Source: an optimization exercise on an open RTL-to-GDS flow (aim: small area and a short achievable clock period). Production flows keep margins and buffers that such runs may drop.
Function was checked by simulation only, so behaviour that the tests miss may differ from the original.
No activity file was given, so power comes from the tool's default toggle rates.

## run 1
## eq_streaming
module eq_streaming #(
	parameter integer C_S_AXI_DATA_WIDTH = 32
)
(
    input aclk,
    input aresetn,
    input [C_S_AXI_DATA_WIDTH-1:0] D_READY,
    input [C_S_AXI_DATA_WIDTH-1:0] FFT_PTNS,
    input [C_S_AXI_DATA_WIDTH-1:0] FFT_BKTS,
    input [C_S_AXI_DATA_WIDTH-1:0] my_reg0,
    input [C_S_AXI_DATA_WIDTH-1:0] my_reg1,
    input [C_S_AXI_DATA_WIDTH-1:0] my_reg2,
    input [C_S_AXI_DATA_WIDTH-1:0] my_reg3,
    input [C_S_AXI_DATA_WIDTH-1:0] my_reg4,
    input [C_S_AXI_DATA_WIDTH-1:0] my_reg5,
    input [C_S_AXI_DATA_WIDTH-1:0] my_reg6,
    input [C_S_AXI_DATA_WIDTH-1:0] my_reg7,
    input [C_S_AXI_DATA_WIDTH-1:0] my_reg8,
    input [C_S_AXI_DATA_WIDTH-1:0] my_reg9,
    input [C_S_AXI_DATA_WIDTH-1:0] my_reg10,
    input [C_S_AXI_DATA_WIDTH-1:0] my_reg11,
    input [C_S_AXI_DATA_WIDTH-1:0] my_reg12,
    input [C_S_AXI_DATA_WIDTH-1:0] s_axis_data,
    output reg s_axis_ready,
    input s_axis_valid,
    output reg [C_S_AXI_DATA_WIDTH-1:0] m_axis_data,
    input m_axis_ready,
    output reg m_axis_valid
);
Settings: LEC_CHECK=0, CAP_MARGIN=20, CORE_MARGIN=2, CORE_UTILIZATION=45, CTS_CLUSTER_DIAMETER=80, CTS_CLUSTER_SIZE=20, PLACE_DENSITY=0.6, SLEW_MARGIN=20, SYNTH_HIERARCHICAL=1; clock period 10.0 ns.
standard.sh (not shown) runs the stock make flow with config.mk's settings and CLKGATE_MAP_FILE= SYNTH_SCRIPT=/design/flow/synth_recipe.tcl, a recipe that flattens the netlist after the stock synthesis.
==> flow/flow/run.sh <==
#!/bin/bash
set -euo pipefail
MARGIN=$(cat flow/margin.txt)
bash standard.sh SETUP_SLACK_MARGIN=$MARGIN \
  "BUFFER_PORTS_ARGS=-buffer_cell sky130_fd_sc_hd__buf_1" finish > make_finish.log 2>&1
==> flow/flow/margin.txt <==
7
Run 1 has completed all stages; timing, DRC and antenna checks passed.
Input changes introduced in run 2 (baseline for comparison: run 1):
Settings: CTS_CLUSTER_SIZE: 20 -> 24; CTS_CLUSTER_DIAMETER: 80 -> 150.
Results
Lower minimum clock period after layout was reported by run 1, not run 2.
Summary of run 2 over run 1: wire length neither gained nor lost much; non-clock buffer count neither gained nor lost much; total number of vias neither gained nor lost much; number of fill cells in the layout picked up an extra 0.91%.
As far as global router's overall resource usage is concerned, run 1 and run 2 perform about the same.
Run 1 ended up with m_axis_data[24] as its worst setup path endpoint; run 2 ended up with n[10].
> inputs changed (run 2 -> run 3)
Settings: CTS_CLUSTER_DIAMETER changed from 150 to 80; CORE_UTILIZATION changed from 45 to 40; CTS_CLUSTER_SIZE changed from 24 to 20; PLACE_DENSITY changed from 0.6 to 0.55.
==> summary.txt <==
[compare] base=run 2 new=run 3: fraction of standard cell area that is sequential lower, worst hold slack after final layout saw little to no change, minimum clock period went up. Of the two values seen for capturing element of the worst setup path, n[10] was produced by run 2 and n[6] by run 3.

== run A ==
Starting RTL as in the previous note.
clock: 10.0 ns
lec_check: 0
cap_margin: 20
core_margin: 2
core_utilization: 45
cts_cluster_diameter: 100
cts_cluster_size: 30
place_density: 0.6
slew_margin: 20
synth_hierarchical: 1
Scripts as last shown in full above: flow/flow/run.sh, flow/flow/margin.txt
Input changes introduced in run B (baseline for comparison: run A):
# run A
export LEC_CHECK = 0
export CAP_MARGIN = 20
export CORE_MARGIN = 2
export CORE_UTILIZATION = 45
export CTS_CLUSTER_DIAMETER = 100
export CTS_CLUSTER_SIZE = 30
export PLACE_DENSITY = 0.6
export SLEW_MARGIN = 20
export SYNTH_HIERARCHICAL = 1
create_clock -name core_clock -period 10.0 [get_ports {aclk}]
# run B
export LEC_CHECK = 0
export CAP_MARGIN = 20
export CORE_MARGIN = 2
export CORE_UTILIZATION = 45
export CTS_CLUSTER_DIAMETER = 80
export CTS_CLUSTER_SIZE = 20
export PLACE_DENSITY = 0.6
export SLEW_MARGIN = 20
export SYNTH_HIERARCHICAL = 1
create_clock -name core_clock -period 10.0 [get_ports {aclk}]
==> flow/flow/margin.txt <==
6.97
Results
- Re cell area after placement: no difference whatsoever between run B and run A.
- Run B leaves less setup margin than run A.
- Run B falls short of run A in overall power of the completed layout.
- Of the two values seen for start point of the critical path, m_axis_ready was produced by run B and m_axis_valid$_SDFF_PN0_ by run A.
- Run B vs. run A: global routing met1 resource utilization +1.5 points; core utilization shows no meaningful change; amount of wire on met3 after detailed routing saw a decrease; minimum period implied by the final worst setup slack went up by 0.12 ns; via-per-instance ratio held steady.
#### Input delta (run C over run B)
# run B
export LEC_CHECK = 0
export CAP_MARGIN = 20
export CORE_MARGIN = 2
export CORE_UTILIZATION = 45
export CTS_CLUSTER_DIAMETER = 80
export CTS_CLUSTER_SIZE = 20
export PLACE_DENSITY = 0.6
export SLEW_MARGIN = 20
export SYNTH_HIERARCHICAL = 1
create_clock -name core_clock -period 10.0 [get_ports {aclk}]
# run C
export LEC_CHECK = 0
export CAP_MARGIN = 20
export CORE_MARGIN = 2
export CORE_UTILIZATION = 52
export CTS_CLUSTER_DIAMETER = 80
export CTS_CLUSTER_SIZE = 20
export PLACE_DENSITY = 0.65
export SLEW_MARGIN = 20
export SYNTH_HIERARCHICAL = 1
create_clock -name core_clock -period 10.0 [get_ports {aclk}]
==> flow/flow/margin.txt <==
7
==> summary.txt <==
Result: PASS for each of run B and run C. Going from run B to run C, static power due to leakage grew slightly. Comparing run B and run C, the higher routed wire length was measured on run C. Run C vs. run B: register-to-register slack rose 0.02 ns, worst path setup slack after routing higher, final worst hold slack moved up, fraction of layout cells with a size suffix above 1 has increased. Run C vs. run B: required time of the critical path went down by 0.11 ns. There was hardly any difference in count of non-CTS buffers in the layout between run C and run B. Power share of the clock group, run B and run C, lower one = run C.

-- static timing again, ports no longer ideal --
How much do the figures lean on ideal ports? The routed layouts below were timed once more, with nothing changed but the port constraints.
Step 1 sets driving cells, clkbuf_16 on the clock port and buf_2 on the other inputs (assumed; they add their load-dependent delay and slew).
Step 2 times the ports against the registers' clock, not the clock port: input delays grow and output delays shrink by t, the midpoint of the rising clock arrivals with the driver on.
Slacks: ideal ports / drivers / drivers and shift; pairs: ideal ports / drivers.
| run | shift t [ns] | setup WS [ns] | worst hold slack (ns) |
|---|---|---|---|
| run 1 | 0.586 | 7.008 / 6.954 / 6.382 | 0.435 / 0.435 / 0.435 |
| run 2 | 0.554 | 6.999 / 6.886 / 6.332 | 0.444 / 0.444 / 0.444 |
| run 3 | 0.572 | 6.956 / 6.895 / 6.324 | 0.442 / 0.442 / 0.442 |
| run A | 0.567 | 7.015 / 6.924 / 6.357 | 0.443 / 0.443 / 0.443 |
| run B | 0.583 | 6.900 / 6.773 / 6.190 | 0.436 / 0.436 / 0.436 |
| run C | 0.567 | 6.940 / 6.829 / 6.262 | 0.458 / 0.458 / 0.458 |
After both steps every run listed still meets setup and hold. For run B, which loses most, drivers alone change the setup slack by -0.127 ns; drivers and shift together by -0.710 ns.
